What follows belongs to an exercise in optimizing a design on an open flow for small area; a production flow would make more cautious choices. The RTL was checked by simulation tests, not by an equivalence proof against the original design. No driver is modelled on the clock port, so clock power and skew are understated where the tree is cut down; a real chip needs a root buffer or a tree. Power is estimated from default activity; no workload was simulated.

## run A
==> flow/design.v <==
module key_filter (
    input wire sys_clk,
    input wire sys_rst_n,
    input wire key_in,
    output wire key_hit
);
    localparam [6:0] POL = 7'b1010101;
    localparam [15:0] FB = 16'd12241;
    reg [6:0] t;
    wire [6:0] s = t ^ POL;
    wire clr = key_in | ~sys_rst_n;
    wire fb = FB[{s[6], s[4], s[2], s[0]}];
    wire [6:0] sn = clr ? 7'd0 : {s[5:0], fb};
    always @(posedge sys_clk) t <= sn ^ POL;
    assign key_hit = ((s[6] & s[5] & s[4] & ~s[3] & s[2] & s[1] & s[0]));
endmodule
module rom_ctrl (
    input wire sys_clk,
    input wire sys_rst_n,
    input wire key1_hit,
    input wire key2_hit,
    output reg [1:0] hun,
    output reg [3:0] ten,
    output reg [3:0] unit
);
    localparam [10:0] POL = 11'b01010101010;
    reg addr_flag1;
    reg addr_flag2;
    reg [10:0] t;
    wire [10:0] s = t ^ POL;
    wire rst = ~sys_rst_n;
    wire wrap = ((~s[10] & s[9] & ~s[8] & s[7] & s[6] & s[5] & ~s[4] & s[3] & ~s[2] & ~s[1] & s[0]));
    wire [9:0] a = {hun, ten, unit};
    wire at255 = ((a[9] & a[6] & ~a[4] & a[2] & ~a[0]));
    wire u9 = ((unit[3] & unit[2]));
    wire t9 = ((ten[3] & ten[2]));
    wire hold = wrap || addr_flag1 || addr_flag2;
    wire [10:0] sn = rst ? 11'd0 : hold ? 11'h400 : {s[9:0], ~(s[10] ^ s[8])};
    always @(posedge sys_clk) t <= sn ^ POL;
    always @(posedge sys_clk) begin
        if (rst) addr_flag1 <= 1'b0;
        else if (key2_hit) addr_flag1 <= 1'b0;
        else if (key1_hit) addr_flag1 <= ~addr_flag1;
    end
    always @(posedge sys_clk) begin
        if (rst) addr_flag2 <= 1'b0;
        else if (key1_hit) addr_flag2 <= 1'b0;
        else if (key2_hit) addr_flag2 <= ~addr_flag2;
    end
    always @(posedge sys_clk) begin
        if (rst || (wrap && at255)) begin
            hun <= 2'b00; ten <= 4'd0; unit <= 4'd0;
        end else if (addr_flag1) begin
            hun <= 2'b00; ten <= 4'd13; unit <= 4'd13;
        end else if (addr_flag2) begin
            hun <= 2'b01; ten <= 4'd13; unit <= 4'd13;
        end else if (wrap) begin
            unit <= u9 ? 4'd0 : {unit[2:0], ~(unit[3] ^ unit[0])};
            if (u9) begin
                ten <= t9 ? 4'd0 : {ten[2:0], ~(ten[3] ^ ten[0])};
                if (t9) hun <= {hun[0], 1'b1};
            end
        end
    end
endmodule
module seg_595_dynamic (
    input wire sys_clk,
    input wire sys_rst_n,
    input wire [1:0] hun,
    input wire [3:0] ten,
    input wire [3:0] unit,
    output wire stcp,
    output wire shcp,
    output wire ds,
    output wire oe
);
    reg [2:0] cnt_8;
    reg [2:0] c7;
    reg [4:0] c25;
    reg [3:0] c11;
    reg [2:0] jsel;
    reg [3:0] nxt;
    reg [3:0] cur;
    wire rst = ~sys_rst_n;
    wire q0 = (cnt_8[1:0] == 2'd0);
    wire tick4 = (cnt_8[1:0] == 2'd3);
    wire tick8 = (cnt_8 == 3'd7);
    wire c25_0 = ((~c25[3] & ~c25[2] & ~c25[1] & ~c25[0]));
    wire c25_24 = ((c25[4] & ~c25[3] & ~c25[1] & ~c25[0]));
    wire c11_10 = ((~c11[2] & c11[1] & ~c11[0]));
    wire c7_0 = ((~c7[2] & ~c7[1] & ~c7[0]));
    wire c7_6 = ((c7[2] & ~c7[1] & ~c7[0]));
    wire slot = (cnt_8 == 3'd3) && c25_0;
    wire first = (jsel == 3'd6);
    wire grab = (cnt_8[1:0] == 2'd2) && c11_10 && ((~c25[4] & c25[1]) | (~c25[3] & c25[0]) | (c25[3] & c25[2] & c25[1]));
    assign oe = rst;
    assign shcp = cnt_8[1] && !(first && cnt_8[2]);
    assign stcp = (cnt_8 == 3'd7) && c7_6 && !first;
    always @(posedge sys_clk or negedge sys_rst_n) begin
        if (!sys_rst_n) cnt_8 <= 3'd7;
        else cnt_8 <= cnt_8 + 1'b1;
    end
    always @(posedge sys_clk or negedge sys_rst_n) begin
        if (!sys_rst_n) c7 <= 3'd4;
        else if (tick8) c7 <= {c7[1:0], ~(c7[2] ^ c7[1])};
    end
    always @(posedge sys_clk) begin
        if (!sys_rst_n) c25 <= 5'd20;
        else if (tick8) c25 <= c25_24 ? 5'd0 : {c25[3:0], ~(c25[4] ^ c25[2])};
    end
    always @(posedge sys_clk) begin
        if (!sys_rst_n) c11 <= 4'd2;
        else if (tick4) c11 <= c11_10 ? 4'd0 : {c11[2:0], ~(c11[3] ^ c11[2])};
    end
    reg [2:0] jnext;
    always @(*) begin
        case (jsel)
            3'd4: jnext = 3'd0;
            3'd0: jnext = 3'd5;
            3'd5: jnext = 3'd1;
            3'd1: jnext = 3'd7;
            3'd7: jnext = 3'd3;
            3'd3: jnext = 3'd4;
            3'd2: jnext = 3'd4;
            3'd6: jnext = 3'd2;
        endcase
    end
    always @(posedge sys_clk or negedge sys_rst_n) begin
        if (!sys_rst_n) jsel <= 3'd6;
        else if (slot) jsel <= jnext;
    end
    wire hun_nz = hun[0];
    wire ten_nz = ~((~ten[2] & ~ten[1] & ~ten[0]));
    wire [3:0] dig = (jnext == 3'd4) ? unit :
                     (jnext == 3'd0) ? ((hun_nz || ten_nz) ? ten : 4'd15) :
                     (jnext == 3'd5) ? (hun_nz ? (hun[1] ? 4'd2 : 4'd1) : 4'd15) : 4'd15;
    always @(posedge sys_clk) begin
        if (grab) nxt <= dig;
    end
    always @(posedge sys_clk) begin
        if (slot) cur <= first ? 4'd0 : nxt;
    end
    wire [6:0] seg;
    assign seg[0] = ((cur[3] & cur[1]) | (~cur[3] & ~cur[2] & ~cur[1] & cur[0]));
    assign seg[1] = ((cur[3] & ~cur[2] & ~cur[1]) | (cur[3] & cur[2] & cur[1]) | (cur[2] & ~cur[1] & ~cur[0]));
    assign seg[2] = ((cur[3] & cur[2] & cur[1]) | (~cur[3] & ~cur[2] & cur[1] & ~cur[0]));
    assign seg[3] = ((cur[3] & cur[1]) | (~cur[3] & ~cur[2] & cur[0]));
    assign seg[4] = ((cur[2] & ~cur[1]) | (cur[3] & cur[1]) | (~cur[3] & cur[0]));
    assign seg[5] = ((~cur[3] & cur[0]) | (cur[1] & cur[0]) | (~cur[3] & ~cur[2] & cur[1]));
    assign seg[6] = ((cur[1] & cur[0]) | (~cur[3] & ~cur[2] & ~cur[1]));
    wire [5:0] sel = {jsel == 3'd3, jsel == 3'd7, jsel == 3'd1, jsel == 3'd5, jsel == 3'd0, jsel == 3'd4};
    wire [13:0] data = {seg[0], seg[1], seg[2], seg[3], seg[4], seg[5], seg[6],
                        1'b1, sel};
    reg bit_out;
    always @(*) begin
        case ({c7, cnt_8[2]})
            {3'd0, 1'b0}: bit_out = data[0];
            {3'd0, 1'b1}: bit_out = data[1];
            {3'd1, 1'b0}: bit_out = data[2];
            {3'd1, 1'b1}: bit_out = data[3];
            {3'd3, 1'b0}: bit_out = data[4];
            {3'd3, 1'b1}: bit_out = data[5];
            {3'd6, 1'b0}: bit_out = data[6];
            {3'd6, 1'b1}: bit_out = data[7];
            {3'd5, 1'b0}: bit_out = data[8];
            {3'd5, 1'b1}: bit_out = data[9];
            {3'd2, 1'b0}: bit_out = data[10];
            {3'd2, 1'b1}: bit_out = data[11];
            {3'd4, 1'b0}: bit_out = data[12];
            {3'd4, 1'b1}: bit_out = data[13];
            default: bit_out = 1'b0;
        endcase
    end
    assign ds = bit_out && !first;
endmodule
module ROM (
    input wire sys_clk,
    input wire sys_rst_n,
    input wire [1:0] key,
    output wire stcp,
    output wire shcp,
    output wire ds,
    output wire oe
);
    wire key1_hit, key2_hit;
    wire [1:0] a_hun;
    wire [3:0] a_ten, a_unit;
    key_filter key1_filter_inst(.sys_clk(sys_clk), .sys_rst_n(sys_rst_n),
        .key_in(key[0]), .key_hit(key1_hit));
    key_filter key2_filter_inst(.sys_clk(sys_clk), .sys_rst_n(sys_rst_n),
        .key_in(key[1]), .key_hit(key2_hit));
    rom_ctrl rom_ctrl_inst(.sys_clk(sys_clk), .sys_rst_n(sys_rst_n),
        .key1_hit(key1_hit), .key2_hit(key2_hit),
        .hun(a_hun), .ten(a_ten), .unit(a_unit));
    seg_595_dynamic seg_595_dynamic_inst(.sys_clk(sys_clk), .sys_rst_n(sys_rst_n),
        .hun(a_hun), .ten(a_ten), .unit(a_unit),
        .stcp(stcp), .shcp(shcp), .ds(ds), .oe(oe));
endmodule
Settings: LEC_CHECK=0, CAP_MARGIN=20, CORE_MARGIN=2, CORE_UTILIZATION=70, GPL_TIMING_DRIVEN=0, SLEW_MARGIN=20; clock period 5.0 ns.
standard.sh (not shown) runs the stock make flow with config.mk's settings and CLKGATE_MAP_FILE= SYNTH_SCRIPT=/design/flow/synth_recipe.tcl, a recipe that flattens the netlist after the stock synthesis.
==> flow/flow/run.sh <==
#!/bin/bash
set -euo pipefail
W=$PWD
F=$W/flow
cat > "$W/area_synth.tcl" <<EOT
proc abc {args} {
  set i [lsearch -exact \$args -script]
  if {\$i >= 0} { lset args [expr {\$i + 1}] $F/abc_area.script }
  yosys abc {*}\$args
}
source $W/synth_recipe.tcl
EOT
export MANUAL_CTS_NET=sys_clk MANUAL_CTS_N=2 MANUAL_CTS_BUF=sky130_fd_sc_hd__clkbuf_16
bash "$W/standard.sh" synth "SYNTH_SCRIPT=$W/area_synth.tcl" > "$W/synth.log" 2>&1
bash "$W/standard.sh" finish "SYNTH_SCRIPT=$W/area_synth.tcl" "PRE_CTS_TCL=$F/manual_cts.tcl" "BUFFER_PORTS_ARGS=-buffer_cell sky130_fd_sc_hd__buf_1" > "$W/layout.log" 2>&1
==> flow/flow/abc_area.script <==
strash
dch
map -a
mfs2 -W 4 -M 5000
strash
dch
map -a
mfs2 -W 4
strash
dch -f
map -a
mfs2 -W 4
strash
dch -f
map -a
mfs2 -W 4
strash
dch -f
map -a
topo
dnsize
==> flow/flow/manual_cts.tcl <==
# Clock tree made here instead of by TritonCTS (run as cts.tcl's PRE_CTS_TCL
# hook): the clock pins are split into MANUAL_CTS_N groups by position
# (k-means), and one clock buffer (MANUAL_CTS_BUF) at the centre of each group
# drives that group's clock pins. The clock port drives only these buffers,
# so every register gets the clock through exactly one buffer.
set block [ord::get_db_block]
set db [ord::get_db]
set clk [$block findNet $::env(MANUAL_CTS_NET)]
set master [$db findMaster $::env(MANUAL_CTS_BUF)]
set k $::env(MANUAL_CTS_N)
set sinks [$clk getITerms]
set xs {}
set ys {}
foreach it $sinks {
  set b [[$it getInst] getBBox]
  lappend xs [expr {([$b xMin] + [$b xMax]) / 2.0}]
  lappend ys [expr {([$b yMin] + [$b yMax]) / 2.0}]
}
set n [llength $sinks]
# initial centres: sinks spread along the sorted x order
set order [lsort -real -indices $xs]
set cx {}
set cy {}
for {set c 0} {$c < $k} {incr c} {
  set i [lindex $order [expr {int(($c + 0.5) * $n / $k)}]]
  lappend cx [lindex $xs $i]
  lappend cy [lindex $ys $i]
}
for {set iter 0} {$iter < 50} {incr iter} {
  set asg {}
  for {set i 0} {$i < $n} {incr i} {
    set best 0
    set bd 1e30
    for {set c 0} {$c < $k} {incr c} {
      set d [expr {abs([lindex $xs $i] - [lindex $cx $c]) + abs([lindex $ys $i] - [lindex $cy $c])}]
      if {$d < $bd} { set bd $d; set best $c }
    }
    lappend asg $best
  }
  for {set c 0} {$c < $k} {incr c} {
    set sx 0.0; set sy 0.0; set m 0
    for {set i 0} {$i < $n} {incr i} {
      if {[lindex $asg $i] == $c} {
        set sx [expr {$sx + [lindex $xs $i]}]; set sy [expr {$sy + [lindex $ys $i]}]; incr m
      }
    }
    if {$m > 0} { lset cx $c [expr {$sx / $m}]; lset cy $c [expr {$sy / $m}] }
  }
}
for {set c 0} {$c < $k} {incr c} {
  set buf [odb::dbInst_create $block $master clkbuf_manual_$c]
  set net [odb::dbNet_create $block clknet_manual_$c]
  $net setSigType CLOCK
  [$buf findITerm A] connect $clk
  [$buf findITerm X] connect $net
  set m 0
  for {set i 0} {$i < $n} {incr i} {
    if {[lindex $asg $i] == $c} {
      set it [lindex $sinks $i]
      $it disconnect
      $it connect $net
      incr m
    }
  }
  $buf setLocation [expr {int([lindex $cx $c])}] [expr {int([lindex $cy $c])}]
  $buf setPlacementStatus PLACED
  puts "manual clock tree: buffer $c ([$master getName]) drives $m clock pins"
}
proc clock_tree_synthesis {args} { puts "clock_tree_synthesis skipped: clock tree made by manual_cts.tcl" }
set_propagated_clock [all_clocks]
#### Input delta (run B over run A)
Settings: CAP_MARGIN changed from 20 to 0; SLEW_MARGIN changed from 20 to 0.
--- a/flow/flow/run.sh
+++ b/flow/flow/run.sh
@@ -12,3 +12,3 @@
 EOT
-export MANUAL_CTS_NET=sys_clk MANUAL_CTS_N=2 MANUAL_CTS_BUF=sky130_fd_sc_hd__clkbuf_16
+export MANUAL_CTS_NET=sys_clk MANUAL_CTS_N=2 MANUAL_CTS_BUF=sky130_fd_sc_hd__buf_12
 bash "$W/standard.sh" synth "SYNTH_SCRIPT=$W/area_synth.tcl" > "$W/synth.log" 2>&1
==> flow/flow/abc_area.script <==
strash
dch
map -a
mfs2 -W 5
strash
dch -f
map -a
mfs2 -W 6
strash
balance
rewrite
refactor
balance
rewrite
rewrite -z
balance
refactor -z
rewrite -z
balance
dch
map -a
mfs2 -W 5
strash
dch -f
map -a
mfs2 -W 5
strash
balance
rewrite
refactor
balance
rewrite
rewrite -z
balance
refactor -z
rewrite -z
balance
dch
map -a
mfs2 -W 4
strash
balance
rewrite
refactor
balance
rewrite
rewrite -z
balance
refactor -z
rewrite -z
balance
dch
map -a
mfs2 -W 4
strash
balance
rewrite -z
refactor -z
rewrite -z
balance
dch -f
map -a
mfs2 -W 4 -M 5000
strash
balance
rewrite
refactor
balance
rewrite
rewrite -z
balance
refactor -z
rewrite -z
balance
dch
map -a
topo
dnsize
### Flow results
Delta(clock power share, run B - run A) < 0. On slew at the pin closest to its max-slew limit: run B sits above run A. Run B vs. run A: total leakage power fell by 0.000029 µW; fmax climbed 2.0%.
### run B -> run C
--- a/flow/flow/run.sh
+++ b/flow/flow/run.sh
@@ -12,3 +12,3 @@
 EOT
-export MANUAL_CTS_NET=sys_clk MANUAL_CTS_N=2 MANUAL_CTS_BUF=sky130_fd_sc_hd__buf_12
+export MANUAL_CTS_NET=sys_clk MANUAL_CTS_N=2 MANUAL_CTS_BUF=sky130_fd_sc_hd__clkbuf_16
 bash "$W/standard.sh" synth "SYNTH_SCRIPT=$W/area_synth.tcl" > "$W/synth.log" 2>&1
[summary]
Every run in the comparison, run C and run B, completed the flow with a clean layout. Critical path required time essentially unchanged between run C and run B. The final core utilization reported for run C is greater than that of run B by 0.29 points. Run C vs. run B: setup slack held; global-route usage higher.
Changes in run D relative to run C:
Settings: SLEW_MARGIN now 20, was 0; CAP_MARGIN now 20, was 0.
==> flow/flow/abc_area.script <==
strash
dch
map -a
mfs2 -W 5
strash
dch -f
map -a
mfs2 -W 4
strash
dch
map -a
mfs2 -W 4
strash
balance
rewrite
refactor
balance
rewrite
rewrite -z
balance
refactor -z
rewrite -z
balance
dch
map -a
mfs2 -W 6 -M 5000
strash
balance
rewrite
refactor
balance
rewrite
rewrite -z
balance
refactor -z
rewrite -z
balance
dch
map -a
mfs2 -W 4 -M 5000
strash
balance
rewrite
refactor
balance
rewrite
rewrite -z
balance
refactor -z
rewrite -z
balance
dch
map -a
topo
dnsize
[summary]
- Run D completed every stage of the flow, and the final layout passed the timing, DRC and antenna checks.
- Against run C, post-layout instance count excluding filler cells in run D rose slightly.
- Comparing run C and run D, the higher clock skew was measured on run C.
- Taking run C as the reference point, the core utilization of run D rises by 0.22 points.
- Comparing run C and run D, the higher post-synthesis share of cell area spent on and, or, nand and nor gates is on run D.
- Run D vs run C: number of combinational gates with multiple inputs up
- Relative to run C, count of filler cells inserted in the layout decreased by 2.1% in run D.
- The higher met3 track utilization from global routing came out of run D.
- Cmp run D vs run C: overall global routing resource usage lower in run D
- Compared with run C, via count in run D increased slightly.
- Overall power of the completed layout: run D higher than run C
- Arrival time of data at the critical path endpoint is lower on run C
## Diff of input files: run E against run D
Settings: CAP_MARGIN changed from 20 to 0; SLEW_MARGIN changed from 20 to 0.
--- a/flow/flow/run.sh
+++ b/flow/flow/run.sh
@@ -12,3 +12,3 @@
 EOT
-export MANUAL_CTS_NET=sys_clk MANUAL_CTS_N=2 MANUAL_CTS_BUF=sky130_fd_sc_hd__clkbuf_16
+export MANUAL_CTS_NET=sys_clk MANUAL_CTS_N=3 MANUAL_CTS_BUF=sky130_fd_sc_hd__buf_8
 bash "$W/standard.sh" synth "SYNTH_SCRIPT=$W/area_synth.tcl" > "$W/synth.log" 2>&1
--- a/flow/flow/abc_area.script
+++ b/flow/flow/abc_area.script
@@ -7,4 +7,32 @@
 map -a
-mfs2 -W 4
+mfs2 -W 6
 strash
+balance
+rewrite
+refactor
+balance
+rewrite
+rewrite -z
+balance
+refactor -z
+rewrite -z
+balance
+dch
+map -a
+mfs2 -W 5
+strash
+dch -f
+map -a
+mfs2 -W 5
+strash
+balance
+rewrite
+refactor
+balance
+rewrite
+rewrite -z
+balance
+refactor -z
+rewrite -z
+balance
 dch
@@ -25,11 +53,6 @@
 map -a
-mfs2 -W 6 -M 5000
+mfs2 -W 4
 strash
 balance
-rewrite
-refactor
-balance
-rewrite
 rewrite -z
-balance
 refactor -z
@@ -37,3 +60,3 @@
 balance
-dch
+dch -f
 map -a
==> comparison <==
Run E went all the way through synthesis, placement and routing and the layout is clean on timing, DRC and antenna.
Looking at worst hold slack across run E and run D, the one that comes out higher is run D.
As far as combined global-route utilization of all metal layers is concerned, run E and run D perform about the same.
The lower portion of total power attributed to the clock network came out of run E.
Final cell count came out lower on run E than on run D.
Modified inputs, run F compared to run E
--- a/flow/flow/run.sh
+++ b/flow/flow/run.sh
@@ -12,3 +12,3 @@
 EOT
-export MANUAL_CTS_NET=sys_clk MANUAL_CTS_N=3 MANUAL_CTS_BUF=sky130_fd_sc_hd__buf_8
+export MANUAL_CTS_NET=sys_clk MANUAL_CTS_N=2 MANUAL_CTS_BUF=sky130_fd_sc_hd__clkbuf_16
 bash "$W/standard.sh" synth "SYNTH_SCRIPT=$W/area_synth.tcl" > "$W/synth.log" 2>&1
Results
In summary, run F completed successfully, with a layout that passed the timing, DRC and antenna checks. For period utilization, run F and run E come out practically identical. Looking at run E and run F, the worst-case setup margin in the final layout is a wash. Fraction of power consumed by the clock network on run F is up relative to run E. Overall power after layout is lower on run E. Reported for run E and run F, final area turned out identical to the last digit.
No run of this note takes its clock network from TritonCTS; it comes from the design's own scripts or RTL.

-- port drivers added, routing unchanged --
In the flow no input, the clock included, has a driving cell. The finished layouts below were timed again as built, in two steps.
Step 1: set_driving_cell puts a clkbuf_16 on sys_clk and a buf_2 on each other input, an assumption about the parent block.
Step 2 adds t to the input delays and takes it off the output delays; t is the mean of the earliest and latest rising clock arrival at the registers after step 1. Input paths then give back, and output paths get back, about the clock's delay inside the block.
Slacks: no drivers / after step 1 / after step 2; pairs: no drivers / after step 1.
run | t, ns | slack for setup (ns) | pins driven straight from the clock port
run A | 0.213 | 1.544 / 1.517 / 1.517 | 2
run B | 0.189 | 1.612 / 1.585 / 1.585 | 2
run C | 0.210 | 1.614 / 1.588 / 1.588 | 2
run D | 0.208 | 1.561 / 1.535 / 1.535 | 2
run E | 0.191 | 1.612 / 1.585 / 1.585 | 3
run F | 0.210 | 1.614 / 1.588 / 1.588 | 2
After both steps every run listed still meets setup and hold.
